What follows belongs to an exercise in optimizing a design on an open flow for small area, a short achievable clock period and few clock cycles; a production flow would make more cautious choices.
In this exercise RTL edits were held to simulation tests only and were not proved equivalent to the original.
Power and IR drop assume default switching activity.

==> module cpu_design, before the edit <==
module cpu_design (reset, clock, write_read, M_address, M_data_in, M_data_out, overflow, status);
input reset, clock;
input [7:0] M_data_in;
output write_read, overflow;
output [7:0] M_data_out;
output [11:0] M_address;
output [2:0] status;
reg [11:0] MAR, PC;
reg [7:0] IR;
reg [7:0] R0, R1, R2, R3;
reg ovf;
reg st_e, st_tj, st_tr, st_tw, st_h;
wire [3:0] op = IR[7:4];
wire [1:0] rd_i = IR[3:2];
wire [1:0] rs_i = IR[1:0];
wire op_ld   = op == 4'd1;
wire op_add  = op == 4'd3;
wire op_sub  = op == 4'd4;
wire op_swap = op == 4'd10;
wire op_jmp  = op == 4'd11;
wire op_jz   = op == 4'd12;
wire op_rd   = op == 4'd13;
wire op_wr   = op == 4'd14;
wire op_stop = op == 4'd15;
wire op_two  = op_jmp | op_jz | op_rd | op_wr;
wire op_alu  = (op >= 4'd2) && (op <= 4'd10);
reg [7:0] rd, rs;
always @(*) begin
	case (rd_i)
		2'd0: rd = R0;
		2'd1: rd = R1;
		2'd2: rd = R2;
		default: rd = R3;
	endcase
	case (rs_i)
		2'd0: rs = R0;
		2'd1: rs = R1;
		2'd2: rs = R2;
		default: rs = R3;
	endcase
end
wire [9:0] sum_c = {1'b0, rd, 1'b1} + {1'b0, rs ^ {8{op_sub}}, op_sub};
wire [8:0] sum = sum_c[9:1];
wire f8 = sum[8] ^ op_sub;
wire f7 = sum[7];
reg [3:0] lut;
always @(*) begin
	case (op)
		4'd5: lut = 4'b1000;
		4'd6: lut = 4'b1110;
		4'd7: lut = 4'b0110;
		default: lut = 4'b1010;   
	endcase
end
wire sel_sum = op_add | op_sub;
wire sel_shr = op == 4'd8;
wire sel_shl = op == 4'd9;
reg [7:0] res;
integer bi;
always @(*) begin
	for (bi = 0; bi < 8; bi = bi + 1)
		res[bi] = lut[{rd[bi], rs[bi]}];
	if (sel_shr) res = {1'b0, rd[7:1]};
	if (sel_shl) res = {rd[6:0], 1'b0};
	if (sel_sum) res = sum[7:0];
end
wire r0z = (R0 == 8'd0);
wire st_b = ~(st_e | st_tj | st_tr | st_tw | st_h);
wire e_two = st_e & op_two;
wire go_t = e_two & ~(op_jz & ~r0z);
wire fetch = st_b | (st_e & ~op_two & ~op_stop) | st_tj;
wire wr0 = st_tr | st_e & (op_ld | op_alu & (rd_i == 2'd0) | op_swap & (rs_i == 2'd0));
wire r0_nz_next = ~wr0 & ~r0z
	| st_e & op_ld & (|IR[3:0])
	| st_e & (op == 4'd8) & (rd_i == 2'd0) & (|R0[7:1])
	| st_e & (op == 4'd9) & (rd_i == 2'd0) & (|R0[6:0]);
wire skip = fetch & r0_nz_next & (M_data_in[7:4] == 4'd12);
wire [10:0] mar_hi_inc = MAR[11:1] + 11'd1;
wire [11:0] mar_inc = {MAR[0] ? mar_hi_inc : MAR[11:1], ~MAR[0]};
wire [11:0] mar_next = {(MAR[0] | skip) ? mar_hi_inc : MAR[11:1], MAR[0] ^ ~skip};
assign M_address = MAR;
assign M_data_out = R0;
assign write_read = st_tw;
assign overflow = ovf;
assign status = {1'b0, st_tw, st_tw | st_h};
wire wr_alu = st_e & op_alu;
wire wr_sw  = st_e & op_swap;
always @(posedge clock or negedge reset) begin
	if (!reset) begin
		MAR <= 12'd0;
		st_e <= 1'b0;
		st_tj <= 1'b0;
		st_tr <= 1'b0;
		st_tw <= 1'b0;
		st_h <= 1'b0;
		ovf <= 1'b0;
		R0 <= 8'd0;
		R1 <= 8'd0;
		R2 <= 8'd0;
		R3 <= 8'd0;
	end else begin
		if (go_t)
			MAR <= {IR[3:0], M_data_in};
		else if (st_tr | st_tw)
			MAR <= PC;
		else
			MAR <= mar_next;
		st_e <= fetch & ~skip;
		st_tj <= go_t & (op_jmp | op_jz);
		st_tr <= go_t & op_rd;
		st_tw <= go_t & op_wr;
		if (st_e & op_stop)
			st_h <= 1'b1;
		if (st_e & (op_add | op_sub))
			ovf <= f8 ^ f7;
		if (st_tr) R0 <= M_data_in;
		else if (st_e & op_ld) R0 <= {4'd0, IR[3:0]};
		else if (wr_alu & (rd_i == 2'd0)) R0 <= res;
		else if (wr_sw & (rs_i == 2'd0)) R0 <= rd;
		if (wr_alu & (rd_i == 2'd1)) R1 <= res;
		else if (wr_sw & (rs_i == 2'd1)) R1 <= rd;
		if (wr_alu & (rd_i == 2'd2)) R2 <= res;
		else if (wr_sw & (rs_i == 2'd2)) R2 <= rd;
		if (wr_alu & (rd_i == 2'd3)) R3 <= res;
		else if (wr_sw & (rs_i == 2'd3)) R3 <= rd;
	end
end
always @(posedge clock) begin
	IR <= M_data_in;
	PC <= mar_inc;   
end
endmodule
Settings: LEC_CHECK=0, ABC_AREA=1, CAP_MARGIN=20, CORE_MARGIN=2, CORE_UTILIZATION=65, CTS_BUF_LIST=sky130_fd_sc_hd__clkbuf_8, CTS_CLUSTER_SIZE=30, SETUP_SLACK_MARGIN=5, SLEW_MARGIN=20; clock period 8.0 ns.
standard.sh (not shown) runs the stock make flow with config.mk's settings and CLKGATE_MAP_FILE= SYNTH_SCRIPT=/design/flow/synth_recipe.tcl, a recipe that flattens the netlist after the stock synthesis.
==> flow/flow/run.sh <==
#!/bin/bash
set -euo pipefail
here=$(cd "$(dirname "$0")" && pwd)
source "$here/params.sh"
args=(SETUP_SLACK_MARGIN=$MARGIN "BUFFER_PORTS_ARGS=-buffer_cell $PORT_BUF")
if [[ -n "${CTS_ARGS:-}" ]]; then args+=("CTS_ARGS=$CTS_ARGS"); fi
bash standard.sh "${args[@]}" finish > make.log 2>&1
==> flow/flow/params.sh <==
MARGIN=5
PORT_BUF=sky130_fd_sc_hd__buf_1
CTS_ARGS="-sink_clustering_enable -repair_clock_nets -sink_clustering_size 30 -buf_list sky130_fd_sc_hd__clkbuf_8 -dont_use_dummy_load"
The starting point finished with timing, DRC and antenna clean.
Testbench counts at the start, summed over its fixed seeds: cycles 245,097.
Change:
--- a/flow/design.v
+++ b/flow/design.v
@@ -37,14 +37,15 @@
 		2'd1: rs = R1;
 		2'd2: rs = R2;
 		default: rs = R3;
 	endcase
 end
-wire [9:0] sum_c = {1'b0, rd, 1'b1} + {1'b0, rs ^ {8{op_sub}}, op_sub};
-wire [8:0] sum = sum_c[9:1];
-wire f8 = sum[8] ^ op_sub;
-wire f7 = sum[7];
+wire [7:0] bb = rs ^ {8{op_sub}};
+wire [8:0] lo_c = {1'b0, rd[6:0], 1'b1} + {1'b0, bb[6:0], op_sub};
+wire c7 = lo_c[8];
+wire [7:0] sum = {rd[7] ^ bb[7] ^ c7, lo_c[7:1]};
+wire ovf_f = op_sub ^ (c7 ? ~(rd[7] & bb[7]) : (rd[7] | bb[7]));
 reg [3:0] lut;
 always @(*) begin
 	case (op)
 		4'd5: lut = 4'b1000;
 		4'd6: lut = 4'b1110;
@@ -110,11 +111,11 @@
 		st_tr <= go_t & op_rd;
 		st_tw <= go_t & op_wr;
 		if (st_e & op_stop)
 			st_h <= 1'b1;
 		if (st_e & (op_add | op_sub))
-			ovf <= f8 ^ f7;
+			ovf <= ovf_f;
 		if (st_tr) R0 <= M_data_in;
 		else if (st_e & op_ld) R0 <= {4'd0, IR[3:0]};
 		else if (wr_alu & (rd_i == 2'd0)) R0 <= res;
 		else if (wr_sw & (rs_i == 2'd0)) R0 <= rd;
 		if (wr_alu & (rd_i == 2'd1)) R1 <= res;
The changed run went through all stages and came out clean.
Combinational power decreases by 2.7%.
Worst setup slack got worse by 17 ps.
Routed wire length decreases by 4.6%.
Die area is about the same.
Design area decreases by 0.97%.
First-iteration DRC count decreases by 4.8%.
Sequential cell count is unchanged.
Sequential power is about the same.
Testbench counts after the change, summed over its fixed seeds: cycles 245,097.

afterwards: timing with drivers on the ports:
No port has a modelled driver above. Below, the same layouts with a new extraction and two added sets of constraints. Step 1, drivers: a clkbuf_16 drives clock and a buf_2 each remaining input, both assumed. Step 2 also shifts input and output timing later by t, the mid clock arrival at the registers, as if the neighbouring blocks saw the same clock. Three values: ideal ports, drivers, drivers and shift; two values: the first two.
run	t, ns	setup slack, ns	hold WS [ns]	worst setup path at the end
the first run	0.376	5.090 / 5.090 / 4.911	0.510 / 0.510 / 0.510	input to register
the second run	0.371	5.072 / 5.072 / 4.938	0.502 / 0.502 / 0.502	input to register
After both steps setup and hold are still met in every run listed. The setup slack of the first run, which loses most, moves by 0.000 ns with the drivers and by -0.179 ns with both steps.
